Source: an optimization exercise on an open RTL-to-GDS flow (aim: small area). Production flows keep margins and buffers that such runs may drop. Only simulation tests tie the RTL to the original design; equivalence was not proved. Power figures rest on the tool's default switching activity, not on a simulated workload.

File: design.v
`default_nettype none
module MagComp
  #(parameter WIDTH = 30)
  (output logic AltB, AeqB, AgtB,
   input logic [WIDTH-1:0] A,
   input logic [WIDTH-1:0] B);
  assign AltB= (A<B);
  assign AgtB= (A>B);
  assign AeqB= (A==B);
endmodule : MagComp
module Adder
  #(parameter WIDTH = 30)
  (output logic [WIDTH:0] S,
   input logic add,
   input logic [WIDTH-1:0] A,
   input logic [WIDTH-1:0] B);
  assign S = add ? A+B : A-B;
endmodule : Adder
module Multiplier
  #(parameter WIDTH = 30)
  (output logic [(WIDTH*2)-1:0] S,
   input logic [WIDTH-1:0] A,
   input logic [WIDTH-1:0] B);
  assign S = A*B;
endmodule : Multiplier
module Mux2to1
  #(parameter WIDTH = 30)
  (output logic [WIDTH-1:0]Y,
   input logic S,
   input logic [WIDTH-1:0]I0,
   input logic [WIDTH-1:0]I1);
  assign Y=S?I1:I0;
endmodule : Mux2to1
module Register
  #(parameter WIDTH = 3)
  (input logic [WIDTH-1:0] D,
   input logic en, clear,
   input logic clock,
   output logic [WIDTH-1:0] Q);
  always_ff @(posedge clock)
    if (clear)
      Q <= 0;
    else if (en)
      Q <= D;
    else
      Q <= Q;
endmodule: Register
module Counter
  #(parameter WIDTH = 4)
  (input logic clock,
   input logic clear,
   input logic en,
   output logic [WIDTH-1:0] Q);
  always_ff @(posedge clock) begin
    if (clear) begin
      Q <= 0;
    end
    else if (en) begin
      Q <= Q + 1'b1;
    end
    else begin
      Q <= Q;
    end
  end
endmodule: Counter
module Synchronizer
  (input logic async,
   input logic clock,
   output logic sync);
  logic tmp1, tmp2;
  assign tmp2 = tmp1;
  always_ff @(posedge clock)
    tmp1 <= async;
  always_ff @(posedge clock)
    sync <= tmp2;
endmodule : Synchronizer
module ShiftRegister_8_128 
  (input logic [7:0] data_in,
   input logic en,
   input logic clock, rst,
   output logic [127:0] Q);
  always_ff @(posedge clock) begin
    if (rst) begin
      Q <= 128'b0;
    end
    else if (en) begin
      Q <= {Q[119:0],data_in};
    end
    else begin
      Q <= Q;
    end
  end
endmodule : ShiftRegister_8_128
module ShiftRegister_6_96
  (input logic [5:0] data_in,
   input logic en,
   input logic clock, rst,
   output logic [95:0] Q);
  always_ff @(posedge clock) begin
    if (rst) begin
      Q <= 96'b0;
    end
    else if (en) begin
      Q <= {Q[89:0],data_in};
    end
    else begin
      Q <= Q;
    end
  end
endmodule : ShiftRegister_6_96
module ShiftRegister_48_96
  (input logic [47:0] data_in,
   input logic en,
   input logic clock, rst,
   output logic [95:0] Q);
  always_ff @(posedge clock) begin
    if (rst) begin
      Q <= 96'b0;
    end
    else if (en) begin
      Q <= {Q[47:0],data_in};
    end
    else begin
      Q <= Q;
    end
  end
endmodule : ShiftRegister_48_96
module edge_detector (
    input logic signal,
    input logic clk,
    output logic pulse
);
    logic tmp1;
    always_ff @(posedge clk) begin
        tmp1<=signal;
    end
    assign pulse = (~tmp1)& signal;
endmodule: edge_detector
module ShiftRegister_12_96
  (input logic [11:0] data_in,
   input logic en,
   input logic clock, rst,
   output logic [95:0] Q);
  always_ff @(posedge clock) begin
    if (rst) begin
      Q <= 96'b0;
    end
    else if (en) begin
      Q <= {Q[83:0],data_in};
    end
    else begin
      Q <= Q;
    end
  end
endmodule : ShiftRegister_12_96
module ShiftRegister_20_160
  (input logic [19:0] data_in,
   input logic en,
   input logic clock, rst,
   output logic [159:0] Q);
  always_ff @(posedge clock) begin
    if (rst) begin
      Q <= 160'b0;
    end
    else if (en) begin
      Q <= {Q[149:0],data_in};
    end
    else begin
      Q <= Q;
    end
  end
endmodule : ShiftRegister_20_160
module ShiftRegister_96_96
  (input logic [95:0] data_in,
   input logic en,
   input logic clock, rst,
   output logic [95:0] Q);
  always_ff @(posedge clock) begin
    if (rst) begin
      Q <= 96'b0;
    end
    else if (en) begin
      Q <= data_in;
    end
    else begin
      Q <= Q;
    end
  end
endmodule : ShiftRegister_96_96
module ShiftRegister_160_160
  (input logic [159:0] data_in,
   input logic en,
   input logic clock, rst,
   output logic [159:0] Q);
  always_ff @(posedge clock) begin
    if (rst) begin
      Q <= 160'b0;
    end
    else if (en) begin
      Q <= data_in;
    end
    else begin
      Q <= Q;
    end
  end
endmodule : ShiftRegister_160_160
module ShiftRegister_80_160
  (input logic [79:0] data_in,
   input logic en,
   input logic clock, rst,
   output logic [159:0] Q);
  always_ff @(posedge clock) begin
    if (rst) begin
      Q <= 160'b0;
    end
    else if (en) begin
      Q <= {Q[79:0],data_in};
    end
    else begin
      Q <= Q;
    end
  end
endmodule : ShiftRegister_80_160
module ShiftRegister_40_160
  (input logic [39:0] data_in,
   input logic en,
   input logic clock, rst,
   output logic [159:0] Q);
  always_ff @(posedge clock) begin
    if (rst) begin
      Q <= 160'b0;
    end
    else if (en) begin
      Q <= {Q[119:0],data_in};
    end
    else begin
      Q <= Q;
    end
  end
endmodule : ShiftRegister_40_160
`default_nettype none
module Add_Path(input logic [63:0] mat_A, mat_B,
                input logic clk, rst, add_en,
                input logic sign,
                output logic [159:0] mat_out,
                output logic finish);
    logic shift_en;
    logic [19:0] shift_in;
    logic [4:0] add1_out, add2_out;
    logic [3:0] add1_in1, add1_in2, add2_in1, add2_in2;
    Adder #(4) add1 (.S(add1_out), .add(~sign), .A(add1_in1), .B(add1_in2));
    Adder #(4) add2 (.S(add2_out), .add(~sign), .A(add2_in1), .B(add2_in2));
    assign shift_in[19:10] = {5'b0, add1_out};
    assign shift_in[9:0] = {5'b0, add2_out};
    ShiftRegister_20_160 shift1 (.data_in(shift_in), .en(shift_en), .clock(clk), .rst(rst), .Q(mat_out));
    add_fsm fsm (.mat_A(mat_A), .mat_B(mat_B), .clk(clk), .rst(rst), .add_en(add_en),
                 .add1_in1(add1_in1), .add1_in2(add1_in2), .add2_in1(add2_in1), .add2_in2(add2_in2),
                 .shift_en(shift_en), .finish(finish));
endmodule : Add_Path
module add_fsm (input logic [63:0] mat_A, mat_B,
                input logic clk, rst, add_en,
                output logic [3:0] add1_in1, add1_in2, add2_in1, add2_in2,
                output logic shift_en, finish);
    logic [3:0] mat_A_1, mat_A_2, mat_A_3, mat_A_4;
    logic [3:0] mat_A_5, mat_A_6, mat_A_7, mat_A_8;
    logic [3:0] mat_A_9, mat_A_10, mat_A_11, mat_A_12;
    logic [3:0] mat_A_13, mat_A_14, mat_A_15, mat_A_16;
    logic [3:0] mat_B_1, mat_B_2, mat_B_3, mat_B_4;
    logic [3:0] mat_B_5, mat_B_6, mat_B_7, mat_B_8;
    logic [3:0] mat_B_9, mat_B_10, mat_B_11, mat_B_12;
    logic [3:0] mat_B_13, mat_B_14, mat_B_15, mat_B_16;
    assign mat_A_1 = mat_A[63:60];
    assign mat_A_2 = mat_A[59:56];
    assign mat_A_3 = mat_A[55:52];
    assign mat_A_4 = mat_A[51:48];
    assign mat_A_5 = mat_A[47:44];
    assign mat_A_6 = mat_A[43:40];
    assign mat_A_7 = mat_A[39:36];
    assign mat_A_8 = mat_A[35:32];
    assign mat_A_9 = mat_A[31:28];
    assign mat_A_10 = mat_A[27:24];
    assign mat_A_11 = mat_A[23:20];
    assign mat_A_12 = mat_A[19:16];
    assign mat_A_13 = mat_A[15:12];
    assign mat_A_14 = mat_A[11:8];
    assign mat_A_15 = mat_A[7:4];
    assign mat_A_16 = mat_A[3:0];
    assign mat_B_1 = mat_B[63:60];
    assign mat_B_2 = mat_B[59:56];
    assign mat_B_3 = mat_B[55:52];
    assign mat_B_4 = mat_B[51:48];
    assign mat_B_5 = mat_B[47:44];
    assign mat_B_6 = mat_B[43:40];
    assign mat_B_7 = mat_B[39:36];
    assign mat_B_8 = mat_B[35:32];
    assign mat_B_9 = mat_B[31:28];
    assign mat_B_10 = mat_B[27:24];
    assign mat_B_11 = mat_B[23:20];
    assign mat_B_12 = mat_B[19:16];
    assign mat_B_13 = mat_B[15:12];
    assign mat_B_14 = mat_B[11:8];
    assign mat_B_15 = mat_B[7:4];
    assign mat_B_16 = mat_B[3:0];
    enum logic [3:0] {S,A1,A2,A3,A4,A5,A6,A7,A8,E} cur_state, n_state;
    always_comb begin
        case(cur_state)
            S: begin
                add1_in1 = 4'b0;
                add1_in2 = 4'b0;
                add2_in1 = 4'b0;
                add2_in2 = 4'b0;
                shift_en = 1'b0;
                finish = 1'b0;
                if(add_en) begin
                    n_state = A1;
                end
                else begin
                    n_state = S;
                end
            end
            A1: begin
                add1_in1 = mat_A_1;
                add1_in2 = mat_B_1;
                add2_in1 = mat_A_2;
                add2_in2 = mat_B_2;
                shift_en = 1'b1;
                finish = 1'b0;
                n_state = A2;
            end
            A2: begin
                add1_in1 = mat_A_3;
                add1_in2 = mat_B_3;
                add2_in1 = mat_A_4;
                add2_in2 = mat_B_4;
                shift_en = 1'b1;
                finish = 1'b0;
                n_state = A3;
            end
            A3: begin
                add1_in1 = mat_A_5;
                add1_in2 = mat_B_5;
                add2_in1 = mat_A_6;
                add2_in2 = mat_B_6;
                shift_en = 1'b1;
                finish = 1'b0;
                n_state = A4;
            end
            A4: begin
                add1_in1 = mat_A_7;
                add1_in2 = mat_B_7;
                add2_in1 = mat_A_8;
                add2_in2 = mat_B_8;
                shift_en = 1'b1;
                finish = 1'b0;
                n_state = A5;
            end
            A5: begin
                add1_in1 = mat_A_9;
                add1_in2 = mat_B_9;
                add2_in1 = mat_A_10;
                add2_in2 = mat_B_10;
                shift_en = 1'b1;
                finish = 1'b0;
                n_state = A6;
            end
            A6: begin
                add1_in1 = mat_A_11;
                add1_in2 = mat_B_11;
                add2_in1 = mat_A_12;
                add2_in2 = mat_B_12;
                shift_en = 1'b1;
                finish = 1'b0;
                n_state = A7;
            end
            A7: begin
                add1_in1 = mat_A_13;
                add1_in2 = mat_B_13;
                add2_in1 = mat_A_14;
                add2_in2 = mat_B_14;
                shift_en = 1'b1;
                finish = 1'b0;
                n_state = A8;
            end
            A8: begin
                add1_in1 = mat_A_15;
                add1_in2 = mat_B_15;
                add2_in1 = mat_A_16;
                add2_in2 = mat_B_16;
                shift_en = 1'b1;
                finish = 1'b0;
                n_state = E;
            end
            E: begin
                add1_in1 = 4'b0;
                add1_in2 = 4'b0;
                add2_in1 = 4'b0;
                add2_in2 = 4'b0;
                shift_en = 1'b0;
                finish = 1'b1;
                n_state = E;
            end
            default: begin
                add1_in1 = 4'b0;
                add1_in2 = 4'b0;
                add2_in1 = 4'b0;
                add2_in2 = 4'b0;
                shift_en = 1'b0;
                finish = 1'b0;
                n_state = S;
            end
        endcase
    end
    always_ff @(posedge clk) begin
        if(rst)
            cur_state <= S;
        else
            cur_state <= n_state;
    end
endmodule : add_fsm
`default_nettype none
module Multiply_Path(input logic [63:0] mat_A, mat_B,
                     input logic clk, rst, mult_en,
                     output logic [159:0] mat_out,
                     output logic finish);
    logic [3:0] mult1_in1, mult1_in2;
    logic [7:0] mult1_out;
    logic [3:0] mult2_in1, mult2_in2;
    logic [7:0] mult2_out;
    logic [3:0] mult3_in1, mult3_in2;
    logic [7:0] mult3_out;
    logic [3:0] mult4_in1, mult4_in2;
    logic [7:0] mult4_out;
    logic [3:0] mult5_in1, mult5_in2;
    logic [7:0] mult5_out;
    logic [3:0] mult6_in1, mult6_in2;
    logic [7:0] mult6_out;
    logic [3:0] mult7_in1, mult7_in2;
    logic [7:0] mult7_out;
    logic [3:0] mult8_in1, mult8_in2;
    logic [7:0] mult8_out;
    logic [7:0] add_in1, add_in2, add_in3, add_in4;
    logic [9:0] add_out;
    logic [7:0] add_in5, add_in6, add_in7, add_in8;
    logic [9:0] add_out2;
    logic layer_1_en, layer_2_en;
    Multiplier #(4) mult1(.S(mult1_out),
                          .A(mult1_in1),
                          .B(mult1_in2));
    Multiplier #(4) mult2(.S(mult2_out),
                          .A(mult2_in1),
                          .B(mult2_in2));
    Multiplier #(4) mult3(.S(mult3_out),
                          .A(mult3_in1),
                          .B(mult3_in2));
    Multiplier #(4) mult4(.S(mult4_out),
                          .A(mult4_in1),
                          .B(mult4_in2));
    Multiplier #(4) mult5(.S(mult5_out),
                          .A(mult5_in1),
                          .B(mult5_in2));
    Multiplier #(4) mult6(.S(mult6_out),
                          .A(mult6_in1),
                          .B(mult6_in2));
    Multiplier #(4) mult7(.S(mult7_out),
                          .A(mult7_in1),
                          .B(mult7_in2));
    Multiplier #(4) mult8(.S(mult8_out),
                          .A(mult8_in1),
                          .B(mult8_in2));
    Register #(32) layer_1_reg(.D({mult1_out, mult2_out, mult3_out, mult4_out}),
                               .en(layer_1_en),
                               .clock(clk),
                               .clear(rst),
                               .Q({add_in1, add_in2, add_in3, add_in4}));
    Register #(32) layer_1_2_reg(.D({mult5_out, mult6_out, mult7_out, mult8_out}),
                                 .en(layer_1_en),
                                 .clock(clk),
                                 .clear(rst),
                                 .Q({add_in5, add_in6, add_in7, add_in8}));
    assign add_out = add_in1 + add_in2 + add_in3 + add_in4;
    assign add_out2 = add_in5 + add_in6 + add_in7 + add_in8;
    ShiftRegister_20_160 shift_register(.data_in({add_out, add_out2}),
                                      .en(layer_2_en),
                                      .clock(clk),
                                      .rst(rst),
                                      .Q(mat_out));
    mult_fsm fsm(.mat_A(mat_A),
                 .mat_B(mat_B),
                 .clk(clk),
                 .rst(rst),
                 .mult_en(mult_en),
                 .mult1_in1(mult1_in1),
                 .mult1_in2(mult1_in2),
                 .mult2_in1(mult2_in1),
                 .mult2_in2(mult2_in2),
                 .mult3_in1(mult3_in1),
                 .mult3_in2(mult3_in2),
                 .mult4_in1(mult4_in1),
                 .mult4_in2(mult4_in2),
                 .mult5_in1(mult5_in1),
                 .mult5_in2(mult5_in2),
                 .mult6_in1(mult6_in1),
                 .mult6_in2(mult6_in2),
                 .mult7_in1(mult7_in1),
                 .mult7_in2(mult7_in2),
                 .mult8_in1(mult8_in1),
                 .mult8_in2(mult8_in2),
                 .layer_1_en(layer_1_en),
                 .layer_2_en(layer_2_en),
                 .finish(finish));
endmodule : Multiply_Path
module mult_fsm(input logic [63:0] mat_A, mat_B,
                input logic clk, rst, mult_en,
                output logic [3:0] mult1_in1, mult1_in2,
                output logic [3:0] mult2_in1, mult2_in2,
                output logic [3:0] mult3_in1, mult3_in2,
                output logic [3:0] mult4_in1, mult4_in2,
                output logic [3:0] mult5_in1, mult5_in2,
                output logic [3:0] mult6_in1, mult6_in2,
                output logic [3:0] mult7_in1, mult7_in2,
                output logic [3:0] mult8_in1, mult8_in2,
                output logic layer_1_en, layer_2_en, finish);
    logic [3:0] mat_A_1, mat_A_2, mat_A_3, mat_A_4;
    logic [3:0] mat_A_5, mat_A_6, mat_A_7, mat_A_8;
    logic [3:0] mat_A_9, mat_A_10, mat_A_11, mat_A_12;
    logic [3:0] mat_A_13, mat_A_14, mat_A_15, mat_A_16;
    logic [3:0] mat_B_1, mat_B_2, mat_B_3, mat_B_4;
    logic [3:0] mat_B_5, mat_B_6, mat_B_7, mat_B_8;
    logic [3:0] mat_B_9, mat_B_10, mat_B_11, mat_B_12;
    logic [3:0] mat_B_13, mat_B_14, mat_B_15, mat_B_16;
    assign mat_A_1 = mat_A[63:60];
    assign mat_A_2 = mat_A[59:56];
    assign mat_A_3 = mat_A[55:52];
    assign mat_A_4 = mat_A[51:48];
    assign mat_A_5 = mat_A[47:44];
    assign mat_A_6 = mat_A[43:40];
    assign mat_A_7 = mat_A[39:36];
    assign mat_A_8 = mat_A[35:32];
    assign mat_A_9 = mat_A[31:28];
    assign mat_A_10 = mat_A[27:24];
    assign mat_A_11 = mat_A[23:20];
    assign mat_A_12 = mat_A[19:16];
    assign mat_A_13 = mat_A[15:12];
    assign mat_A_14 = mat_A[11:8];
    assign mat_A_15 = mat_A[7:4];
    assign mat_A_16 = mat_A[3:0];
    assign mat_B_1 = mat_B[63:60];
    assign mat_B_2 = mat_B[59:56];
    assign mat_B_3 = mat_B[55:52];
    assign mat_B_4 = mat_B[51:48];
    assign mat_B_5 = mat_B[47:44];
    assign mat_B_6 = mat_B[43:40];
    assign mat_B_7 = mat_B[39:36];
    assign mat_B_8 = mat_B[35:32];
    assign mat_B_9 = mat_B[31:28];
    assign mat_B_10 = mat_B[27:24];
    assign mat_B_11 = mat_B[23:20];
    assign mat_B_12 = mat_B[19:16];
    assign mat_B_13 = mat_B[15:12];
    assign mat_B_14 = mat_B[11:8];
    assign mat_B_15 = mat_B[7:4];
    assign mat_B_16 = mat_B[3:0];
    enum logic [4:0] {S,M1,M2A1,M3A2,M4A3,M5A4,M6A5,M7A6,M8A7,A8,E} cur_state, n_state;
    always_comb begin
        case(cur_state)
            S: begin
                mult1_in1 = 4'b0;
                mult1_in2 = 4'b0;
                mult2_in1 = 4'b0;
                mult2_in2 = 4'b0;
                mult3_in1 = 4'b0;
                mult3_in2 = 4'b0;
                mult4_in1 = 4'b0;
                mult4_in2 = 4'b0;
                mult5_in1 = 4'b0;
                mult5_in2 = 4'b0;
                mult6_in1 = 4'b0;
                mult6_in2 = 4'b0;
                mult7_in1 = 4'b0;
                mult7_in2 = 4'b0;
                mult8_in1 = 4'b0;
                mult8_in2 = 4'b0;
                layer_1_en = 1'b0;
                layer_2_en = 1'b0;
                finish = 1'b0;
                if(mult_en)
                    n_state = M1;
                else
                    n_state = S;
            end
            M1: begin
                mult1_in1 = mat_A_1;
                mult1_in2 = mat_B_1;
                mult2_in1 = mat_A_2;
                mult2_in2 = mat_B_5;
                mult3_in1 = mat_A_3;
                mult3_in2 = mat_B_9;
                mult4_in1 = mat_A_4;
                mult4_in2 = mat_B_13;
                mult5_in1 = mat_A_1;
                mult5_in2 = mat_B_2;
                mult6_in1 = mat_A_2;
                mult6_in2 = mat_B_6;
                mult7_in1 = mat_A_3;
                mult7_in2 = mat_B_10;
                mult8_in1 = mat_A_4;
                mult8_in2 = mat_B_14;
                layer_1_en = 1'b1;
                layer_2_en = 1'b0;
                finish = 1'b0;
                n_state = M2A1;
            end
            M2A1: begin
                mult1_in1 = mat_A_1;
                mult1_in2 = mat_B_3;
                mult2_in1 = mat_A_2;
                mult2_in2 = mat_B_7;
                mult3_in1 = mat_A_3;
                mult3_in2 = mat_B_11;
                mult4_in1 = mat_A_4;
                mult4_in2 = mat_B_15;
                mult5_in1 = mat_A_1;
                mult5_in2 = mat_B_4;
                mult6_in1 = mat_A_2;
                mult6_in2 = mat_B_8;
                mult7_in1 = mat_A_3;
                mult7_in2 = mat_B_12;
                mult8_in1 = mat_A_4;
                mult8_in2 = mat_B_16;
                layer_1_en = 1'b1;
                layer_2_en = 1'b1;
                finish = 1'b0;
                n_state = M3A2;
            end
            M3A2: begin
                mult1_in1 = mat_A_5;
                mult1_in2 = mat_B_1;
                mult2_in1 = mat_A_6;
                mult2_in2 = mat_B_5;
                mult3_in1 = mat_A_7;
                mult3_in2 = mat_B_9;
                mult4_in1 = mat_A_8;
                mult4_in2 = mat_B_13;
                mult5_in1 = mat_A_5;
                mult5_in2 = mat_B_2;
                mult6_in1 = mat_A_6;
                mult6_in2 = mat_B_6;
                mult7_in1 = mat_A_7;
                mult7_in2 = mat_B_10;
                mult8_in1 = mat_A_8;
                mult8_in2 = mat_B_14;
                layer_1_en = 1'b1;
                layer_2_en = 1'b1;
                finish = 1'b0;
                n_state = M4A3;
            end
            M4A3: begin
                mult1_in1 = mat_A_5;
                mult1_in2 = mat_B_3;
                mult2_in1 = mat_A_6;
                mult2_in2 = mat_B_7;
                mult3_in1 = mat_A_7;
                mult3_in2 = mat_B_11;
                mult4_in1 = mat_A_8;
                mult4_in2 = mat_B_15;
                mult5_in1 = mat_A_5;
                mult5_in2 = mat_B_4;
                mult6_in1 = mat_A_6;
                mult6_in2 = mat_B_8;
                mult7_in1 = mat_A_7;
                mult7_in2 = mat_B_12;
                mult8_in1 = mat_A_8;
                mult8_in2 = mat_B_16;
                layer_1_en = 1'b1;
                layer_2_en = 1'b1;
                finish = 1'b0;
                n_state = M5A4;
            end
            M5A4: begin
                mult1_in1 = mat_A_9;
                mult1_in2 = mat_B_1;
                mult2_in1 = mat_A_10;
                mult2_in2 = mat_B_5;
                mult3_in1 = mat_A_11;
                mult3_in2 = mat_B_9;
                mult4_in1 = mat_A_12;
                mult4_in2 = mat_B_13;
                mult5_in1 = mat_A_9;
                mult5_in2 = mat_B_2;
                mult6_in1 = mat_A_10;
                mult6_in2 = mat_B_6;
                mult7_in1 = mat_A_11;
                mult7_in2 = mat_B_10;
                mult8_in1 = mat_A_12;
                mult8_in2 = mat_B_14;
                layer_1_en = 1'b1;
                layer_2_en = 1'b1;
                finish = 1'b0;
                n_state = M6A5;
            end
            M6A5: begin
                mult1_in1 = mat_A_9;
                mult1_in2 = mat_B_3;
                mult2_in1 = mat_A_10;
                mult2_in2 = mat_B_7;
                mult3_in1 = mat_A_11;
                mult3_in2 = mat_B_11;
                mult4_in1 = mat_A_12;
                mult4_in2 = mat_B_15;
                mult5_in1 = mat_A_9;
                mult5_in2 = mat_B_4;
                mult6_in1 = mat_A_10;
                mult6_in2 = mat_B_8;
                mult7_in1 = mat_A_11;
                mult7_in2 = mat_B_12;
                mult8_in1 = mat_A_12;
                mult8_in2 = mat_B_16;
                layer_1_en = 1'b1;
                layer_2_en = 1'b1;
                finish = 1'b0;
                n_state = M7A6;
            end
            M7A6: begin
                mult1_in1 = mat_A_13;
                mult1_in2 = mat_B_1;
                mult2_in1 = mat_A_14;
                mult2_in2 = mat_B_5;
                mult3_in1 = mat_A_15;
                mult3_in2 = mat_B_9;
                mult4_in1 = mat_A_16;
                mult4_in2 = mat_B_13;
                mult5_in1 = mat_A_13;
                mult5_in2 = mat_B_2;
                mult6_in1 = mat_A_14;
                mult6_in2 = mat_B_6;
                mult7_in1 = mat_A_15;
                mult7_in2 = mat_B_10;
                mult8_in1 = mat_A_16;
                mult8_in2 = mat_B_14;
                layer_1_en = 1'b1;
                layer_2_en = 1'b1;
                finish = 1'b0;
                n_state = M8A7;
            end
            M8A7: begin
                mult1_in1 = mat_A_13;
                mult1_in2 = mat_B_3;
                mult2_in1 = mat_A_14;
                mult2_in2 = mat_B_7;
                mult3_in1 = mat_A_15;
                mult3_in2 = mat_B_11;
                mult4_in1 = mat_A_16;
                mult4_in2 = mat_B_15;
                mult5_in1 = mat_A_13;
                mult5_in2 = mat_B_4;
                mult6_in1 = mat_A_14;
                mult6_in2 = mat_B_8;
                mult7_in1 = mat_A_15;
                mult7_in2 = mat_B_12;
                mult8_in1 = mat_A_16;
                mult8_in2 = mat_B_16;
                layer_1_en = 1'b1;
                layer_2_en = 1'b1;
                finish = 1'b0;
                n_state = A8;
            end
            A8: begin
                mult1_in1 = 4'b0;
                mult1_in2 = 4'b0;
                mult2_in1 = 4'b0;
                mult2_in2 = 4'b0;
                mult3_in1 = 4'b0;
                mult3_in2 = 4'b0;
                mult4_in1 = 4'b0;
                mult4_in2 = 4'b0;
                mult5_in1 = 4'b0;
                mult5_in2 = 4'b0;
                mult6_in1 = 4'b0;
                mult6_in2 = 4'b0;
                mult7_in1 = 4'b0;
                mult7_in2 = 4'b0;
                mult8_in1 = 4'b0;
                mult8_in2 = 4'b0;
                layer_1_en = 1'b0;
                layer_2_en = 1'b1;
                finish = 1'b0;
                n_state = E;
            end
            E: begin
                mult1_in1 = 4'b0;
                mult1_in2 = 4'b0;
                mult2_in1 = 4'b0;
                mult2_in2 = 4'b0;
                mult3_in1 = 4'b0;
                mult3_in2 = 4'b0;
                mult4_in1 = 4'b0;
                mult4_in2 = 4'b0;
                mult5_in1 = 4'b0;
                mult5_in2 = 4'b0;
                mult6_in1 = 4'b0;
                mult6_in2 = 4'b0;
                mult7_in1 = 4'b0;
                mult7_in2 = 4'b0;
                mult8_in1 = 4'b0;
                mult8_in2 = 4'b0;
                layer_1_en = 1'b0;
                layer_2_en = 1'b0;
                finish = 1'b1;
                n_state = E;
            end
            default: begin
                mult1_in1 = 4'b0;
                mult1_in2 = 4'b0;
                mult2_in1 = 4'b0;
                mult2_in2 = 4'b0;
                mult3_in1 = 4'b0;
                mult3_in2 = 4'b0;
                mult4_in1 = 4'b0;
                mult4_in2 = 4'b0;
                mult5_in1 = 4'b0;
                mult5_in2 = 4'b0;
                mult6_in1 = 4'b0;
                mult6_in2 = 4'b0;
                mult7_in1 = 4'b0;
                mult7_in2 = 4'b0;
                mult8_in1 = 4'b0;
                mult8_in2 = 4'b0;
                layer_1_en = 1'b0;
                layer_2_en = 1'b0;
                finish = 1'b0;
                n_state = S;
            end
        endcase
    end
    always_ff @(posedge clk) begin
        if(rst)
            cur_state <= S;
        else
            cur_state <= n_state;
    end
endmodule : mult_fsm
`default_nettype none
module Matrix_Calculator 
    (input logic [7:0] data_in,
     input logic enter, sw,
     input logic [1:0] operation,
     input logic clk, rst,
     output logic [4:0] data_out,
     output logic finish, error,
     output logic [3:0] index);
    logic input_en;
    logic[127:0] input_matrix;
    logic[1:0] input_op;
    logic[159:0] add_output, mul_output;
    logic[159:0] selected_output;
    logic[63:0] input_matrix_A, input_matrix_B;
    logic add_en, mul_en;
    logic add_finish, mul_finish;
    logic switch_pulse, enter_pulse;
    assign input_matrix_A = input_matrix[127:64];
    assign input_matrix_B = input_matrix[63:0];
    ShiftRegister_8_128 shift_register(.data_in(data_in),
                                      .en(enter_pulse && input_en),
                                      .clock(clk),
                                      .rst(rst),
                                      .Q(input_matrix));
    Register #(2) op_reg(.D(operation),
                         .en(enter_pulse && input_en),
                         .clock(clk),
                         .clear(rst),
                         .Q(input_op));
    Mux2to1 #(160) output_mux(.Y(selected_output),
                             .I1(add_output),
                             .I0(mul_output),
                             .S(input_op[1]));
    matrix_calc_fsm fsm(.clk(clk),
                        .rst(rst),
                        .enter(enter_pulse),
                        .add_finish(add_finish),
                        .mul_finish(mul_finish),
                        .finish(finish),
                        .input_op(input_op),
                        .input_en(input_en),
                        .error(error),
                        .mul_en(mul_en),
                        .add_en(add_en));
    Add_Path add_logic(.mat_A(input_matrix_A),
                       .mat_B(input_matrix_B),
                       .clk(clk),
                       .rst(rst),
                       .add_en(add_en),
                       .sign(input_op[0]),
                       .mat_out(add_output),
                       .finish(add_finish));
    Multiply_Path mul_logic(.mat_A(input_matrix_A),
                            .mat_B(input_matrix_B),
                            .clk(clk),
                            .rst(rst),
                            .mult_en(mul_en),
                            .mat_out(mul_output),
                            .finish(mul_finish));
    edge_detector sw_de(.clk(clk),
                        .signal(sw),
                        .pulse(switch_pulse));
    edge_detector ed_de(.clk(clk),
                        .signal(enter),
                        .pulse(enter_pulse));
    logic [4:0] index_count;
    Counter #(5) index_counter(.clock(clk),
                               .clear(rst),
                               .en(finish && switch_pulse),
                               .Q(index_count));
    assign index = index_count[4:1];
    always_comb begin
        case(index_count)
            5'b0000_0: data_out = selected_output[159:155];
            5'b0000_1: data_out = selected_output[154:150];
            5'b0001_0: data_out = selected_output[149:145];
            5'b0001_1: data_out = selected_output[144:140];
            5'b0010_0: data_out = selected_output[139:135];
            5'b0010_1: data_out = selected_output[134:130];
            5'b0011_0: data_out = selected_output[129:125];
            5'b0011_1: data_out = selected_output[124:120];
            5'b0100_0: data_out = selected_output[119:115];
            5'b0100_1: data_out = selected_output[114:110];
            5'b0101_0: data_out = selected_output[109:105];
            5'b0101_1: data_out = selected_output[104:100];
            5'b0110_0: data_out = selected_output[99:95];
            5'b0110_1: data_out = selected_output[94:90];
            5'b0111_0: data_out = selected_output[89:85];
            5'b0111_1: data_out = selected_output[84:80];
            5'b1000_0: data_out = selected_output[79:75];
            5'b1000_1: data_out = selected_output[74:70];
            5'b1001_0: data_out = selected_output[69:65];
            5'b1001_1: data_out = selected_output[64:60];
            5'b1010_0: data_out = selected_output[59:55];
            5'b1010_1: data_out = selected_output[54:50];
            5'b1011_0: data_out = selected_output[49:45];
            5'b1011_1: data_out = selected_output[44:40];
            5'b1100_0: data_out = selected_output[39:35];
            5'b1100_1: data_out = selected_output[34:30];
            5'b1101_0: data_out = selected_output[29:25];
            5'b1101_1: data_out = selected_output[24:20];
            5'b1110_0: data_out = selected_output[19:15];
            5'b1110_1: data_out = selected_output[14:10];
            5'b1111_0: data_out = selected_output[9:5];
            5'b1111_1: data_out = selected_output[4:0];
            default: data_out = 5'b0;
        endcase
    end
endmodule : Matrix_Calculator
module matrix_calc_fsm (input logic clk, rst,
                        input logic enter,
                        input logic [1:0] input_op,
                        input logic add_finish, mul_finish,
                        output logic finish,
                        output logic input_en, error,
                        output logic mul_en, add_en);
    enum logic [4:0] {S,S1,S2,S3,S4,S5,S6,S7,S8,
                      S9,S10,S11,S12,S13,S14,S15,S16,
                      M,A,E,F} cur_state, n_state;
    always_comb begin
        case(cur_state)
            S: begin
                input_en = 1'b1;
                error = 1'b0;
                mul_en = 1'b0;
                add_en = 1'b0;
                finish = 1'b0;
                if(enter) begin
                    n_state = S1;
                end
                else begin
                    n_state = S;
                end
            end
            S1: begin
                input_en = 1'b1;
                error = 1'b0;
                mul_en = 1'b0;
                add_en = 1'b0;
                finish = 1'b0;
                if(enter) begin
                    n_state = S2;
                end
                else begin
                    n_state = S1;
                end
            end
            S2: begin
                input_en = 1'b1;
                error = 1'b0;
                mul_en = 1'b0;
                add_en = 1'b0;
                finish = 1'b0;
                if(enter) begin
                    n_state = S3;
                end
                else begin
                    n_state = S2;
                end
            end
            S3: begin
                input_en = 1'b1;
                error = 1'b0;
                mul_en = 1'b0;
                add_en = 1'b0;
                finish = 1'b0;
                if(enter) begin
                    n_state = S4;
                end
                else begin
                    n_state = S3;
                end
            end
            S4: begin
                input_en = 1'b1;
                error = 1'b0;
                mul_en = 1'b0;
                add_en = 1'b0;
                finish = 1'b0;
                if(enter) begin
                    n_state = S5;
                end
                else begin
                    n_state = S4;
                end
            end
            S5: begin
                input_en = 1'b1;
                error = 1'b0;
                mul_en = 1'b0;
                add_en = 1'b0;
                finish = 1'b0;
                if(enter) begin
                    n_state = S6;
                end
                else begin
                    n_state = S5;
                end
            end
            S6: begin
                input_en = 1'b1;
                error = 1'b0;
                mul_en = 1'b0;
                add_en = 1'b0;
                finish = 1'b0;
                if(enter) begin
                    n_state = S7;
                end
                else begin
                    n_state = S6;
                end
            end
            S7: begin
                input_en = 1'b1;
                error = 1'b0;
                mul_en = 1'b0;
                add_en = 1'b0;
                finish = 1'b0;
                if(enter) begin
                    n_state = S8;
                end
                else begin
                    n_state = S7;
                end
            end
            S8: begin
                input_en = 1'b1;
                error = 1'b0;
                mul_en = 1'b0;
                add_en = 1'b0;
                finish = 1'b0;
                if(enter) begin
                    n_state = S9;
                end
                else begin
                    n_state = S8;
                end
            end
            S9: begin
                input_en = 1'b1;
                error = 1'b0;
                mul_en = 1'b0;
                add_en = 1'b0;
                finish = 1'b0;
                if(enter) begin
                    n_state = S10;
                end
                else begin
                    n_state = S9;
                end
            end
            S10: begin
                input_en = 1'b1;
                error = 1'b0;
                mul_en = 1'b0;
                add_en = 1'b0;
                finish = 1'b0;
                if(enter) begin
                    n_state = S11;
                end
                else begin
                    n_state = S10;
                end
            end
            S11: begin
                input_en = 1'b1;
                error = 1'b0;
                mul_en = 1'b0;
                add_en = 1'b0;
                finish = 1'b0;
                if(enter) begin
                    n_state = S12;
                end
                else begin
                    n_state = S11;
                end
            end
            S12: begin
                input_en = 1'b1;
                error = 1'b0;
                mul_en = 1'b0;
                add_en = 1'b0;
                finish = 1'b0;
                if(enter) begin
                    n_state = S13;
                end
                else begin
                    n_state = S12;
                end
            end
            S13: begin
                input_en = 1'b1;
                error = 1'b0;
                mul_en = 1'b0;
                add_en = 1'b0;
                finish = 1'b0;
                if(enter) begin
                    n_state = S14;
                end
                else begin
                    n_state = S13;
                end
            end
            S14: begin
                input_en = 1'b1;
                error = 1'b0;
                mul_en = 1'b0;
                add_en = 1'b0;
                finish = 1'b0;
                if(enter) begin
                    n_state = S15;
                end
                else begin
                    n_state = S14;
                end
            end
            S15: begin
                input_en = 1'b1;
                error = 1'b0;
                mul_en = 1'b0;
                add_en = 1'b0;
                finish = 1'b0;
                if(enter) begin
                    n_state = S16;
                end
                else begin
                    n_state = S15;
                end
            end
            S16: begin
                input_en = 1'b0;
                mul_en = 1'b0;
                add_en = 1'b0;
                finish = 1'b0;
                if (input_op == 2'b00) begin
                    n_state = M;
                    error = 1'b0;
                    mul_en = 1'b1;
                end
                else if (input_op[1] == 1'b1) begin
                    n_state = A;
                    error = 1'b0;
                    add_en = 1'b1;
                end
                else begin
                    n_state = F;
                    error = 1'b1;
                end
            end
            F: begin
                input_en = 1'b0;
                error = 1'b1;
                mul_en = 1'b0;
                add_en = 1'b0;
                finish = 1'b0;
                n_state = F;
            end
            M: begin
                input_en = 1'b0;
                mul_en = 1'b0;
                add_en = 1'b0;
                error = 1'b0;
                if (mul_finish) begin
                    n_state = E;
                    finish = 1'b1;
                end
                else begin
                    n_state = M;
                    finish = 1'b0;
                end
            end
            A: begin
                input_en = 1'b0;
                mul_en = 1'b0;
                add_en = 1'b0;
                error = 1'b0;
                if (add_finish) begin
                    n_state = E;
                    finish = 1'b1;
                end
                else begin
                    n_state = A;
                    finish = 1'b0;
                end
            end
            E: begin
                input_en = 1'b0;
                mul_en = 1'b0;
                add_en = 1'b0;
                error = 1'b0;
                finish = 1'b1;
                n_state = E;
            end
            default: begin
                input_en = 1'b0;
                mul_en = 1'b0;
                add_en = 1'b0;
                error = 1'b0;
                finish = 1'b0;
                n_state = S;
            end
        endcase
    end
    always_ff @(posedge clk) begin
        if(rst)
            cur_state <= S;
        else
            cur_state <= n_state;
    end
endmodule : matrix_calc_fsm
`default_nettype none
module my_chip (
    input logic [11:0] io_in,  
    output logic [11:0] io_out,  
    input logic clock,
    input logic reset  
);
    logic [7:0] data_in;
    logic enter, sw;
    logic rst;
    logic [1:0] operation;
    logic [4:0] data_out;
    logic finish, error;
    logic [3:0] index;
    Synchronizer sync1(.async(io_in[0]), .clock(clock), .sync(data_in[0]));
    Synchronizer sync2(.async(io_in[1]), .clock(clock), .sync(data_in[1]));
    Synchronizer sync3(.async(io_in[2]), .clock(clock), .sync(data_in[2]));
    Synchronizer sync4(.async(io_in[3]), .clock(clock), .sync(data_in[3]));
    Synchronizer sync5(.async(io_in[4]), .clock(clock), .sync(data_in[4]));
    Synchronizer sync6(.async(io_in[5]), .clock(clock), .sync(data_in[5]));
    Synchronizer sync7(.async(io_in[6]), .clock(clock), .sync(data_in[6]));
    Synchronizer sync8(.async(io_in[7]), .clock(clock), .sync(data_in[7]));
    Synchronizer sync9(.async(io_in[8]), .clock(clock), .sync(enter));
    Synchronizer sync10(.async(io_in[9]), .clock(clock), .sync(sw));
    Synchronizer sync11(.async(io_in[10]), .clock(clock), .sync(operation[0]));
    Synchronizer sync12(.async(io_in[11]), .clock(clock), .sync(operation[1]));
    Synchronizer sync13(.async(reset), .clock(clock), .sync(rst));
    assign io_out[4:0] = data_out[4:0];
    assign io_out[5] = finish;
    assign io_out[6] = error;
    assign io_out[10:7] = index[3:0];
    assign io_out[11] = 1'b0;
    Matrix_Calculator matrix_calculator(.data_in(data_in),
                                        .enter(enter),
                                        .sw(sw),
                                        .operation(operation), 
                                        .clk(clock), 
                                        .rst(rst), 
                                        .data_out(data_out), 
                                        .finish(finish), 
                                        .error(error), 
                                        .index(index));
endmodule
File: run.sh
#!/bin/bash
# synth_recipe.tcl (not shown) runs the flow's synth.tcl, then flattens the netlist and writes it again
# the make line also repeats each setting of config.mk as NAME=value (left out here)
make -C /OpenROAD-flow-scripts/flow DESIGN_CONFIG=/design/flow/config.mk WORK_HOME=/design/flow/orfs CLKGATE_MAP_FILE= SYNTH_SCRIPT=/design/flow/synth_recipe.tcl finish
File: config.mk
export PLATFORM = sky130hd
export DESIGN_NAME = my_chip
export DESIGN_NICKNAME = my_chip
export VERILOG_FILES = /design/flow/design.v
export SDC_FILE = /design/flow/constraint.sdc
export NUM_CORES = 4
export LEC_CHECK = 0
export CAP_MARGIN = 20
export CORE_MARGIN = 2
export CORE_UTILIZATION = 40
export SLEW_MARGIN = 20
File: constraint.sdc
create_clock -name core_clock -period 10.0 [get_ports {clock}]
set_input_delay 2.0000 -clock core_clock [delete_from_list [all_inputs] [get_ports {clock}]]
set_output_delay 2.0000 -clock core_clock [all_outputs]
set_load 0.01 [all_outputs]
==> summary.txt, run 1 <==
Status
  – Status: no timing/DRC/antenna violations

Finish
  – P&R area growth vs syn: 9.43%
  – Fill cells: around 6200
  – NumNets Final: ~3200
  – Post-route core utilization: between 40% and 50%
  – Design area: 0.0280 sq mm
  – Share of layout cells above drive strength 1: 7.14%
  – Fin cells: 3913
  – ANT cells: 0

Routing
  – DRT Wirelength: 74.7 mm
  – Routed len/inst: between 15 and 20 um
  – Vias per cell: between 5 and 6
  – Post-route ant nets: 0
  – Via count: 21843
  – Initial DRC Count: 1881
  – 1st-pass router iterations: 6
  – Drt drc: 0

Yosys
  – Largest family of logic cells by synthesized area: simple AND/OR/NAND/NOR gates
  – FF+latch count, synth: 480
  – Mapped Cells: 3144
  – Mapped Nets: between 3000 and 4000
  – Syn Area/Cell: 8.14 sq um
  – Adder-cell share of the synthesized area: 11.5%
  – Multiplexer area fraction after synthesis: under 10%
  – Compound-gate portion of the synthesized area: between 20 and 25%
  – Yosys cell types: 91
  – Synthesis Warnings: 11
  – Synth area leaders: dfxtp_1 38%, nand2_1 12%, a21oi_1 8.9%, ha_1 6.4%, fa_1 5.2%
  – Simple-gate area share of the yosys netlist: between 20% and 30%
  – Sequential area share after synthesis: ~38%
  – Post-synth top area cell: dfxtp_1
  – EDFF count, synth: 0
  – Post-synthesis async set-or-reset flop share: 0%
  – Ys flop type: dfxtp_1
  – Post-Synth XOR/XNOR Area: between 1.5 and 2%
  – Share of the synthesized area in the top cell type: approximately 38%
  – Post-Syn Area: between 0.02 and 0.03 sq mm

Place
  – Post-DP Area: roughly 0.026 sq mm
  – GPL Wtd Cong: about 0.9
  – Post-DP HPWL: about 52 mm
  – Dpl cells: 3815
  – PortBufs: 24

Global routing
  – Gr busiest metal: met2
  – Met2 Resource Use GR: a little under two fifths
  – Routing usage on met1: between 20 and 30%
  – Congestion Overflow GR: 0
  – First-pass GRT wire length: between 100 and 150 mm
  – GRT Util Overall: 22.0%
  – Largest net degree at the start of global routing: between 100 and 150
  – Vias in the first global route: about 21000
  – Met3 usage: about 2.7%
  – Antenna violations before repair: 0

Floorplan
  – Chip Width: 257 um
  – Initial Util: a little over 40%
  – Die area: between 0.06 and 0.07 sq mm
  – Boundary pin count: 26
  – Die Height: approximately 260 um
  – FP Rows: 92
  – Core area: between 0.06 and 0.07 sq mm

STA
  – RSZ-0062 raised after global routing: false
  – FMAX: 161 MHz
  – Worst-Margin Slew: between 1 and 1.5 ns
  – Final setup viols: 0
  – Clock Skews: about 0.02 ns
  – Worst relative slew slack: between 20% and 30%
  – Final hold slack: 0.325 ns
  – Fin crit period: 6.21 ns
  – Final Hold Viols: 0
  – Final Slew Violations: 0
  – Period utilization: between 60% and 70%
  – Total negative slack: 0 ns

Worst setup path
  – Crit path DAT: 4.21 ns
  – Critical path required time: approximately 8.0 ns
  – Worst setup SP type: register
  – Kind of end point of the critical path: output pin
  – Flop-to-flop setup slack: between 4 and 5 ns
  – Crit Path Max Fanout: 56
  – CP max stage delay: between 0.6 and 0.7 ns
  – CP most frequent cell: and3_1
  – Kind of critical path: register to output pin
  – CP cell instances: buf_4 -> and3_1 -> ha_1 -> a2111oi_0 -> o311a_1 -> and3_1 -> or4_1 -> clkdlybuf4s50_1
  – Critical path's slowest cell: buf_4

CTS
  – Cts hold-fix bufs: 0
  – Insertion delay to the later sink of the worst-skew pair: approximately 0.62 ns
  – CTS buffer count: 52
  – PostCTS Resize Cnt: 0
  – CTS tree: done
  – Clk sinks: 480
  – Clock transition at the registers of the reported paths: roughly 0.06 ns
  – Root buf cell: clkbuf_16
  – Htree depth: 2
  – Setup bufs post-CTS: 0
  – Max clock buf depth: 3

Power
  – Leakage power: a little under 10 nW
  – Worst VDD drop: approximately 0.14 mV
  – Power Density: approximately 140 mW/mm^2

Job
  – Max Cap Violations: 0

Worst hold path
  – Worst Hold Class: register to register
==> state kept, by name (all words and copies together), names as in the netlist, 5 cells and up <==
signal,count
matrix_calculator.index_counter.Q,5
matrix_calculator.mul_logic.layer_1_reg.Q,32
matrix_calculator.fsm.cur_state,5
matrix_calculator.mul_logic.shift_register.Q,160
matrix_calculator.shift_register.Q,128
matrix_calculator.add_logic.shift1.Q,80
matrix_calculator.mul_logic.layer_1_2_reg.Q,32
==> cell families after synthesis <==
logic type               Yosys count
multiplexers                      85
buffers and inverters            291
flip-flops                       480
XOR/XNOR                          50
AO/OA/AOI/OAI                    812
adder cells (fa/ha/maj)          196
AND/OR/NAND/NOR                 1229
other                              1
==> metrics by stage <==
stage	setup slack [ns]	total power [mW]
3_3_place_gp	4.53	2.06
2_1_floorplan	5.29	2.03
3_5_place_dp	4.49	2.06
6_report	3.79	4.03
4_1_cts	3.81	4.06
5_1_grt	3.62	4.15
==> power breakdown <==
part / internal (mW) / leakage (nW) / switching (mW)
combinational: 0.0232 / 5.17 / 0.0675
clock: 1.18 / 0.869 / 0.830
sequential: 1.92 / 3.88 / 0.00823
total: 3.12 / 9.91 / 0.905
==> final cells by class <==
| type | count | area [sq um] | share of cell area (%) |
|---|---|---|---|
| clock buffer | 72 | 1500 | 5.35 |
| clock inverter | 26 | 290 | 1.04 |
| inverter | 63 | 236 | 0.844 |
| multi-input combinational | 2373 | 14800 | 53.0 |
| sequential | 480 | 9620 | 34.3 |
| tap | 846 | 1060 | 3.78 |
| timing repair buffer | 53 | 465 | 1.66 |
==> critical path, delay by kind of cell (launching register included) <==
kind / cells / cell delay (ns)
AO/OA/AOI/OAI: 2 / 0.35
flip-flops: 1 / 0.50
adder cells (fa/ha/maj): 1 / 0.49
buffers and inverters: 2 / 1.18
AND/OR/NAND/NOR: 3 / 1.03
==> metal layers <==
metal	vias up	share of wire [%]	routed length, um
li1	10584	-	-
met1	10502	44	33100
met2	647	48	35800
met3	110	5.3	3990
met4	0	2.4	1820
met5	-	0	0
==> worst paths after layout <==
path         cells after the start                                       endpoint                                         start
max                              8                                      io_out[3]          matrix_calculator.index_counter.Q[2]
min                              0                                     sync9.sync                                    sync9.tmp1
max reg2reg                     13  matrix_calculator.mul_logic.layer_1_reg.Q[23]  matrix_calculator.mul_logic.fsm.cur_state[2]
min reg2reg                      0                                     sync9.sync                                    sync9.tmp1
==> synthesized netlist by cell type, types with 5 or more instances <==
cell / count
and3_1: 24
buf_4: 12
nand4_1: 5
mux2i_1: 49
a21oi_1: 454
o21a_1: 20
a21o_1: 21
a22o_1: 12
nand2_1: 847
xnor2_1: 43
or2_1: 19
a211oi_1: 22
a221oi_1: 12
nand2b_1: 13
mux2_2: 35
nor2b_1: 30
nor2_1: 139
ha_1: 130
o21ai_0: 49
a21boi_4: 7
o22ai_1: 24
buf_2: 56
nor3_1: 22
or2_2: 15
nand3b_1: 13
nor3b_1: 11
a221o_1: 6
fa_1: 66
buf_1: 9
dfxtp_1: 480
and2_1: 14
a22oi_1: 70
xor2_1: 7
a222oi_1: 20
clkbuf_1: 148
o211ai_1: 11
inv_1: 62
nand3_1: 38
a32oi_1: 12
a31oi_1: 14
==> cells in the final DEF (no fill, tap or decap), types with 27 or more instances in the layout <==
| cell | instances |
|---|---|
| inv_1 | 62 |
| xnor2_1 | 40 |
| dfxtp_1 | 475 |
| clkbuf_16 | 53 |
| fa_1 | 66 |
| buf_4 | 27 |
| a22oi_1 | 70 |
| nand3_1 | 38 |
| nand2_1 | 847 |
| mux2_2 | 35 |
| ha_1 | 130 |
| o21ai_0 | 49 |
| a21oi_1 | 454 |
| mux2i_1 | 49 |
| nor2_1 | 137 |
| nor2b_1 | 29 |
==> run 2: changes to the inputs <==
==> design.v (replaced) <==
`default_nettype none
module Synchronizer
  (input logic async,
   input logic clock,
   output logic sync);
  logic tmp1;
  always_ff @(posedge clock)
    tmp1 <= async;
  always_ff @(posedge clock)
    sync <= tmp1;
endmodule : Synchronizer
`default_nettype none
module my_chip (
    input logic [11:0] io_in,  
    output logic [11:0] io_out,  
    input logic clock,
    input logic reset  
);
    logic [11:0] in_s;
    logic rst;
    genvar g;
    generate
        for (g = 0; g < 12; g = g + 1) begin : sync
            Synchronizer s(.async(io_in[g]), .clock(clock), .sync(in_s[g]));
        end
    endgenerate
    Synchronizer sync_rst(.async(reset), .clock(clock), .sync(rst));
    wire [7:0] din   = in_s[7:0];
    wire       enter = in_s[8];
    wire       sw    = in_s[9];
    wire [1:0] opin  = in_s[11:10];
    logic en_d, pe_d, sw_d;
    wire pe = enter & ~en_d;
    wire ps = sw & ~sw_d;
    always_ff @(posedge clock) begin
        en_d <= enter;
        pe_d <= pe;
        sw_d <= sw;
    end
    logic ph;
    always_ff @(posedge clock)
        if (rst) ph <= 1'b0;
        else     ph <= ~ph;
    logic [4:0] pc;
    logic [1:0] op;
    always_ff @(posedge clock)
        if (rst) pc <= 5'd0;
        else if (pe_d & ~pc[4]) pc <= pc + 5'd1;
    always_ff @(posedge clock)
        if (pe_d & (pc == 5'd15)) op <= opin;
    wire       full = pc[4];
    wire [2:0] wring = pc[3] ? {1'b1, pc[1], pc[0]} : {1'b0, pc[2], pc[1]};
    wire       wslot = pc[3] ? pc[2] : pc[0];
    wire       wgo   = (pe | pe_d) & ~full & (ph ^ wslot);
    logic [63:0] P0, P1;
    generate
        for (g = 0; g < 8; g = g + 1) begin : ring
            always_ff @(posedge clock) begin
                P1[8*g+7:8*g] <= P0[8*g+7:8*g];
                P0[8*g+7:8*g] <= (wgo && wring == g) ? din : P1[8*g+7:8*g];
            end
        end
    endgenerate
    logic f1, fin;
    wire  err = full & (op == 2'b01);
    always_ff @(posedge clock)
        if (rst) begin
            f1  <= 1'b0;
            fin <= 1'b0;
        end else begin
            f1  <= full & ~(op == 2'b01);
            fin <= f1;
        end
    logic [4:0] n;
    always_ff @(posedge clock)
        if (rst) n <= 5'd0;
        else if (ps & fin) n <= n + 5'd1;
    wire [3:0] k = n[4:1] + {3'b0, fin};
    wire [1:0] i = k[3:2];
    wire [1:0] j = k[1:0];
    logic [3:0] X0, X1, Y0, Y1;
    always_comb begin
        case (i)
            2'd0: {X0, X1} = P0[7:0];
            2'd1: {X0, X1} = P0[15:8];
            2'd2: {X0, X1} = P0[23:16];
            default: {X0, X1} = P0[31:24];
        endcase
        case (j)
            2'd0: begin Y0 = P0[39:36]; Y1 = P0[55:52]; end
            2'd1: begin Y0 = P0[35:32]; Y1 = P0[51:48]; end
            2'd2: begin Y0 = P0[47:44]; Y1 = P0[63:60]; end
            default: begin Y0 = P0[43:40]; Y1 = P0[59:56]; end
        endcase
    end
    wire sub = op[1] & op[0];
    wire [3:0] a_el = j[0] ? X1 : X0;
    wire [3:0] b_el = (i[0] ? Y1 : Y0) ^ {4{sub}};
    wire [4:0] addsum = ((ph == j[1]) ? {1'b0, a_el} : 5'd0)
                      + ((ph == i[1]) ? {1'b0, b_el} : 5'd0);
    wire [8:0] mulsum = X0 * Y0 + X1 * Y1;
    wire [8:0] S = op[1] ? {4'd0, addsum} : mulsum;
    logic [8:0] Sp;
    always_ff @(posedge clock)
        Sp <= S;
    wire [9:0] C = S + Sp + {9'd0, sub};
    logic [9:0] R;
    always_ff @(posedge clock)
        if (~fin | (ps & n[0]))
            R <= {C[9:5], C[4] ^ sub, C[3:0]};
    assign io_out[4:0]  = n[0] ? R[4:0] : R[9:5];
    assign io_out[5]    = fin;
    assign io_out[6]    = err;
    assign io_out[10:7] = n[4:1];
    assign io_out[11]   = 1'b0;
endmodule
--- a/config.mk
+++ b/config.mk
@@ -7,2 +7,3 @@
 export LEC_CHECK = 0
+export ABC_AREA = 1
 export CAP_MARGIN = 20
==> run 2 against run 1 <==
Final cell count is 72% lower. Hold slack better by 0.0043 ns. Die area is 70% lower. Power is 60% lower. Sequential share of layout area is 12 points higher. Sequential cell count is 289 lower. Highest routed layer unchanged.
==> summary.txt, run 2 <==
CTS
  – Insertion delay to the later sink of the worst-skew pair: 0.44 ns (was 0.62 ns)
  – Max clock buf depth: 2 (was 3)
  – Cts hold-fix bufs: 0 (unchanged)
  – Root buf cell: clkbuf_16 (unchanged)
  – Clk sinks: 191 (was 480)
  – Setup bufs post-CTS: 0 (unchanged)
  – CTS buffer count: 17 (was 52)
  – CTS tree: done (unchanged)
  – PostCTS Resize Cnt: 0 (unchanged)
  – Htree depth: 4 (was 2)
  – Clock transition at the registers of the reported paths: 0.07 ns (was 0.06 ns)

Yosys
  – Adder-cell share of the synthesized area: 11.9% (was 11.5%)
  – Post-synthesis async set-or-reset flop share: 0% (unchanged)
  – Multiplexer area fraction after synthesis: 0.133% (was 3.50%)
  – FF+latch count, synth: 191 (was 480)
  – Ys flop type: dfxtp_1 (unchanged)
  – Commonest cells post-synth: 193 x nand2_1, 179 x dfxtp_1, 88 x o21ai_0 (was 847 x nand2_1, 480 x dfxtp_1, 454 x a21oi_1)
  – Synth area leaders: dfxtp_1 48%, nand2_1 9.6%, ha_1 6.3%, o21ai_0 5.9%, fa_1 5.6% (was dfxtp_1 38%, nand2_1 12%, a21oi_1 8.9%, ha_1 6.4%, fa_1 5.2%)
  – Compound-gate portion of the synthesized area: 8.71% (was 20.2%)
  – Most frequent cell after synthesis: nand2_1 (unchanged)
  – Mapped Nets: 915 (was 3354)
  – Largest family of logic cells by synthesized area: simple AND/OR/NAND/NOR gates (unchanged)
  – Sequential area share after synthesis: 52.5% (was 37.5%)
  – Syn Area/Cell: 8.92 sq um (was 8.14 sq um)
  – Yosys cell types: 32 (was 91)
  – Mapped Cells: 842 (was 3144)
  – Post-synth top area cell: dfxtp_1 (unchanged)
  – Synthesis Warnings: 2 (was 11)
  – Post-Synth XOR/XNOR Area: 1.28% (was 1.71%)
  – EDFF count, synth: 12 (was 0)
  – Post-Syn Area: 0.00751 sq mm (was 0.0256 sq mm)
  – Share of the synthesized area in the top cell type: 47.7% (was 37.5%)
  – Simple-gate area share of the yosys netlist: 19.3% (was 20.8%)

Finish
  – Biggest regs: P0 (64), P1 (64) (was matrix_calculator.mul_logic.shift_register.Q (160), matrix_calculator.shift_register.Q (128), matrix_calculator.add_logic.shift1.Q (80))
  – Fill cells: 1775 (was 6197)
  – Most frequent cells in the layout: 193 x nand2_1, 179 x dfxtp_1, 88 x o21ai_0, 85 x inv_1, 64 x nor2_1 (was 847 x nand2_1, 475 x dfxtp_1, 454 x a21oi_1, 137 x nor2_1, 130 x ha_1)
  – Fin cells: 1107 (was 3913)
  – P&R area growth vs syn: 13.1% (was 9.43%)
  – ANT cells: 0 (unchanged)
  – Share of layout cells above drive strength 1: 5.15% (was 7.14%)
  – NumNets Final: 933 (was 3233)
  – Most common cell after layout, fill and taps aside: nand2_1 (unchanged)

Floorplan
  – Die area: 0.0199 sq mm (was 0.0661 sq mm)
  – Boundary pin count: 26 (unchanged)
  – Die Height: 141 um (was 257 um)
  – Chip Width: 141 um (was 257 um)
  – Core area: 0.0186 sq mm (was 0.0632 sq mm)
  – FP Rows: 50 (was 92)
  – Initial Util: 40.4% (was 40.5%)

STA
  – Final Hold Viols: 0 (unchanged)
  – Final Slew Violations: 0 (unchanged)
  – Clock Skews: 0.0143 ns (was 0.0204 ns)
  – Worst relative slew slack: 38.9% (was 24.7%)
  – Worst-Margin Slew: 0.907 ns (was 1.13 ns)
  – FMAX: 146 MHz (was 161 MHz)
  – Fin crit period: 6.85 ns (was 6.21 ns)
  – Final setup viols: 0 (unchanged)
  – Total negative slack: 0 ns (unchanged)
  – Period utilization: 68.5% (was 62.1%)
  – RSZ-0062 raised after global routing: false (unchanged)

Routing
  – Drt drc: 0 (unchanged)
  – Via count: 5269 (was 21843)
  – Post-route ant nets: 0 (unchanged)
  – Vias per cell: 4.76 (was 5.58)
  – DRT Wirelength: 15.4 mm (was 74.7 mm)
  – Routed len/inst: 13.9 um (was 19.1 um)
  – 1st-pass router iterations: 5 (was 6)
  – Initial DRC Count: 221 (was 1881)

Worst setup path
  – Kind of end point of the critical path: register (was output pin)
  – Crit Reg-Reg Startpoint: n[1] (was matrix_calculator.mul_logic.fsm.cur_state[2])
  – R2R depth: 27 (was 13)
  – Crit path DAT: 7.03 ns (was 4.21 ns)
  – Kind of critical path: register to register (was register to output pin)
  – Critical path's slowest cell: clkinv_1 (was buf_4)
  – Delay-heaviest family, CP: adder cells (was buffers and inverters)
  – Reg-to-reg endpoint: R[7] (was matrix_calculator.mul_logic.layer_1_reg.Q[23])
  – Critical path required time: 10.18 ns (was 8.00 ns)
  – Flop-to-flop setup slack: 3.15 ns (was 4.96 ns)
  – CP max stage delay: 0.55 ns (was 0.65 ns)
  – Worst setup SP type: register (unchanged)
  – CP Buf/Inv Count: 6 (was 2)
  – Crit Path Max Fanout: 18 (was 56)

Place
  – PortBufs: 24 (unchanged)
  – Post-DP HPWL: 11.4 mm (was 52.2 mm)
  – Dpl cells: 1075 (was 3815)
  – GPL Wtd Cong: 0.887 (was 0.898)

Worst hold path
  – Worst hold path depth: 0 (unchanged)
  – Worst Hold Class: register to register (unchanged)
  – Hold Crit Start: sync[7].s.tmp1 (was sync9.tmp1)
  – Hold path endpoint: sync[7].s.sync (was sync9.sync)

Power
  – Leakage power: 3.75 nW (was 9.91 nW)
  – Worst VDD drop: 0.118 mV (was 0.145 mV)
  – Power Density: 191 mW/mm^2 (was 144 mW/mm^2)

Global routing
  – Congestion Overflow GR: 0 (unchanged)
  – Antenna violations before repair: 0 (unchanged)
  – Vias in the first global route: 5166 (was 20875)
  – GRT Util Overall: 16.9% (was 22.0%)
  – First-pass GRT wire length: 26.2 mm (was 118 mm)
  – Largest net degree at the start of global routing: 21 (was 111)

Status
  – Status: no timing/DRC/antenna violations (unchanged)

Job
  – Max Cap Violations: 0 (unchanged)
-- run 2: changes by cell type in the layout (fill, tap and decap cells not counted), moves of 35 or more --
| cell | before | now |
|---|---|---|
| nand2_1 | 847 | 193 |
| a21oi_1 | 454 | 25 |
| dfxtp_1 | 475 | 179 |
| ha_1 | 130 | 38 |
| nor2_1 | 137 | 64 |
| a22oi_1 | 70 | 0 |
| mux2i_1 | 49 | 1 |
| fa_1 | 66 | 21 |
| o21ai_0 | 49 | 88 |
| xnor2_1 | 40 | 2 |
| clkbuf_16 | 53 | 17 |
| mux2_2 | 35 | 0 |
-- run 2: worst max path at each step --
stage / from / end / depth (start not counted)
global route: n[1] / R[7] / 27
CTS: n[1] / R[7] / 27
floorplan: n[1] / R[7] / 26
detailed placement: n[1] / R[7] / 27
finish: n[1] / R[7] / 27
global placement: n[1] / R[7] / 27
-- run 2: kinds of logic after synthesis --
group           after synthesis
simple gates                343
buf+inv                     111
xor+xnor                     11
other cells                   1
mux                           1
fa+ha+maj                    59
compound gates              125
flops                       191
-- run 2: worst register-to-register path: stages, from the launching register on --
cell	delay, ns
dfxtp_1	0.37
ha_1	0.27
ha_1	0.21
inv_1	0.05
nand2_1	0.04
nand2_1	0.35
clkinv_1	0.55
nand2_1	0.18
nand2_1	0.06
nand2_1	0.07
and3_1	0.25
nor2_1	0.09
fa_1	0.53
inv_1	0.05
fa_1	0.47
inv_1	0.05
fa_1	0.52
inv_1	0.05
fa_1	0.52
fa_1	0.48
o31ai_1	0.31
o21ai_0	0.12
a21oi_1	0.19
ha_1	0.31
a21o_1	0.20
inv_1	0.06
o21ai_0	0.10
xor2_1	0.15
-- run 2: final cells by class --
type | count | area [sq um] | share of cell area (%)
clock buffer | 18 | 429 | 5.05
multi-input combinational | 540 | 3110 | 36.6
sequential | 191 | 3940 | 46.4
inverter | 86 | 323 | 3.80
clock inverter | 14 | 163 | 1.91
timing repair buffer | 24 | 240 | 2.83
tap | 234 | 293 | 3.45
-- run 2: where the power goes --
group | leakage [nW] | internal, mW | switching, mW
Clock | 0.282 | 0.337 | 0.326
Combinational | 1.87 | 0.0405 | 0.0702
Sequential | 1.60 | 0.826 | 0.0230
-- run 2: per-stage QoR --
step	total power, mW	cell area (sq um)	utilization [%]	setup slack [ns]	hold WS (ns)
6_report	1.62	8500	45.7	3.15	0.329
5_1_grt	1.70	8500	45.7	2.56	0.336
4_1_cts	1.64	8500	45.7	3.15	0.331
3_5_place_dp	0.977	7910	42.6	3.18	0.312
3_3_place_gp	0.975	7910	42.6	3.30	0.310
2_1_floorplan	0.937	7510	-	4.18	0.310
-- run 2: metal layers --
metal  up-vias  GRT usage (%)  part of all wire, %
met4         0           6.68                  2.1
li1       2760              -                    -
met1      2393           22.1                   49
met3        25           3.53                  4.0
met2        91           27.4                   45
met5         -              0                    0
==> run 3: changes to the inputs <==
--- a/config.mk
+++ b/config.mk
@@ -7,3 +7,2 @@
 export LEC_CHECK = 0
-export ABC_AREA = 1
 export CAP_MARGIN = 20
@@ -11,2 +10,3 @@
 export CORE_UTILIZATION = 40
+export CTS_BUF_LIST = sky130_fd_sc_hd__clkbuf_8
 export SLEW_MARGIN = 20
==> run 3 against run 2 <==
First-iteration DRC count decreased by 45%. Fmax decreased by 2.2%. Synthesized cell count decreased by 32%. Die area decreased by 1.0%. Clock power decreased by 21%. Hold slack improved by 0.0013 ns. Sequential power about the same. Area after synthesis decreased by 1.1%. Clock skew decreased by 0.00091 ns. Still clean. Via count decreased by 23%. Sequential share of layout area increased by 1.2 points. Clock-buffer cell count unchanged.
==> summary.txt, run 3 <==
STA
  – Clock Skews: 0.0134 ns (was 0.0143 ns)
  – Final Hold Viols: 0 (unchanged)
  – Final setup viols: 0 (unchanged)
  – Final Slew Violations: 0 (unchanged)
  – Period utilization: 70.1% (was 68.5%)
  – FMAX: 143 MHz (was 146 MHz)

Finish
  – Biggest regs: P0 (64), P1 (64) (unchanged)
  – Share of layout cells above drive strength 1: 20.8% (was 5.15%)
  – Most common cell after layout, fill and taps aside: dfxtp_1 (was nand2_1)
  – ANT cells: 0 (unchanged)
  – Storage cell area: 0.00394 sq mm (unchanged)
  – Most frequent cells in the layout: 179 x dfxtp_1, 72 x mux2_2, 38 x ha_1, 36 x inv_1, 33 x and2_1 (was 193 x nand2_1, 179 x dfxtp_1, 88 x o21ai_0, 85 x inv_1, 64 x nor2_1)
  – Fin cells: 841 (was 1107)

Yosys
  – Synth area leaders: dfxtp_1 48%, mux2_2 11%, ha_1 6.4%, fa_1 5.7%, edfxtp_1 4.8% (was dfxtp_1 48%, nand2_1 9.6%, ha_1 6.3%, o21ai_0 5.9%, fa_1 5.6%)
  – Ys flop type: dfxtp_1 (unchanged)
  – Post-synthesis async set-or-reset flop share: 0% (unchanged)
  – Post-synth top area cell: dfxtp_1 (unchanged)
  – Mapped Cells: 575 (was 842)
  – Sequential area share after synthesis: 53.1% (was 52.5%)
  – Most frequent cell after synthesis: dfxtp_1 (was nand2_1)
  – EDFF count, synth: 12 (unchanged)

Worst setup path
  – Kind of end point of the critical path: register (unchanged)
  – CP most frequent cell: inv_1
  – Crit Path Max Fanout: 12 (was 18)
  – Worst setup SP type: register (unchanged)
  – CP Buf/Inv Count: 5 (was 6)

Floorplan
  – FP Rows: 49 (was 50)
  – Initial Util: 41.1% (was 40.4%)

CTS
  – CTS buffer count: 17 (unchanged)
  – Setup bufs post-CTS: 0 (unchanged)
  – Max clock buf depth: 2 (unchanged)
  – Insertion delay to the later sink of the worst-skew pair: 0.45 ns (was 0.44 ns)
  – Clk sinks: 191 (unchanged)
  – Root buf cell: clkbuf_8 (was clkbuf_16)

Worst hold path
  – Worst Hold Class: register to register (unchanged)

Global routing
  – Antenna violations before repair: 0 (unchanged)
  – GRT Util Overall: 14.1% (was 16.9%)

Power
  – Worst VDD drop: 0.122 mV (was 0.118 mV)
  – Psw: 388 uW (was 419 uW)
  – Leakage power: 3.60 nW (was 3.75 nW)
  – Clk pwr share: 35.0% (was 40.9%)
  – Power Density: 181 mW/mm^2 (was 191 mW/mm^2)

Place
  – Pre-CTS worst setup slack: 2.95 ns (was 3.18 ns)
  – Post-DP HPWL: 9.56 mm (was 11.4 mm)
  – GPL Wtd Cong: 0.807 (was 0.887)

Routing
  – Drt drc: 0 (unchanged)
  – Vias per cell: 4.85 (was 4.76)

Status
  – Status: no timing/DRC/antenna violations (unchanged)

Job
  – Max Cap Violations: 0 (unchanged)
-- run 3: cell count changes after synthesis, sizes merged, moves of 40 or more --
cell,previous run,this run
nand2,193,18
inv,85,37
nor2,65,21
mux2,0,72
o21ai,88,7
nand3,46,6
-- run 3: kinds of logic after synthesis --
kind of cell               count (synthesis)  share of synthesized area, %
xor gates and xnor gates                  24                          2.93
DFF                                      191                          53.1
buffers and inverters                     56                          3.37
adders and majority gates                 59                          12.1
and+or+nand+nor                          110                          8.17
other                                      1                        0.0505
muxes                                     99                          17.2
AOI/OAI and AO/OA                         35                          3.13
-- run 3: metrics by stage --
stage	hold WS (ns)	power [mW]	area, sq um	util (%)
2_1_floorplan	0.310	0.955	7430	-
3_3_place_gp	0.311	0.990	7860	43.4
3_5_place_dp	0.314	0.996	7860	43.4
4_1_cts	0.330	1.52	8290	45.8
5_1_grt	0.333	1.57	8290	45.8
6_report	0.331	1.50	8290	45.8
-- run 3: worst paths after layout --
path,start,to,slack [ns],cells after the start
setup / recovery,n[1],R[9],2.99,24
hold / removal,sync[1].s.tmp1,sync[1].s.sync,0.33,0
setup reg to reg,n[1],R[9],2.99,24
hold reg to reg,sync[1].s.tmp1,sync[1].s.sync,0.33,0
-- run 3: area by class of cell --
class	instances	area share (%)
clock buffers	18	2.99
flip-flops and latches	191	47.6
clock inverters	14	2.26
well taps	229	3.46
inverters	37	1.68
repair buffers	24	2.90
multi-input cells	328	39.1
-- run 3: per-layer routing --
| layer | GRT usage [%] | share of wire, % | up-vias | wire length, um |
|---|---|---|---|---|
| met5 | 0 | 0 | - | 0 |
| met3 | 3.52 | 3.3 | 14 | 432 |
| met2 | 23.8 | 49 | 59 | 6360 |
| met1 | 18.0 | 46 | 1999 | 6040 |
| met4 | 4.31 | 1.2 | 0 | 162 |
| li1 | - | - | 2011 | - |
-- run 3: power groups by stage --
stage	Sequential, mW	Combinational [mW]	Clock, mW
floorplan	0.858	0.0969	0
global placement	0.868	0.121	0
detailed placement	0.870	0.126	0
CTS	0.853	0.126	0.542
global route	0.859	0.140	0.575
finish	0.852	0.126	0.526

-- what the ideal ports hide --
The flow's constraints put no driver on any port. The routed layouts listed below were extracted and timed again, unchanged, in two steps. Step 1, drivers: a clkbuf_16 drives clock and a buf_2 each remaining input, both assumed. Step 2 times the ports against the registers' clock, not the clock port: input delays grow and output delays shrink by t, the midpoint of the rising clock arrivals with the driver on. a / b / c = no drivers / after step 1 / after step 2; a / b = the first two.
| run | shift t [ns] | setup WS [ns] | worst hold slack (ns) | worst slew at a driven data input, ns |
|---|---|---|---|---|
| run 1 | 0.666 | 3.794 / 3.734 / 4.400 | 0.325 / 0.325 / 0.325 | 0.04 |
| run 2 | 0.476 | 3.148 / 3.148 / 3.148 | 0.329 / 0.329 / 0.329 | 0.03 |
| run 3 | 0.484 | 2.990 / 2.990 / 2.990 | 0.331 / 0.331 / 0.331 | 0.03 |
After both steps setup and hold are still met in every run listed.
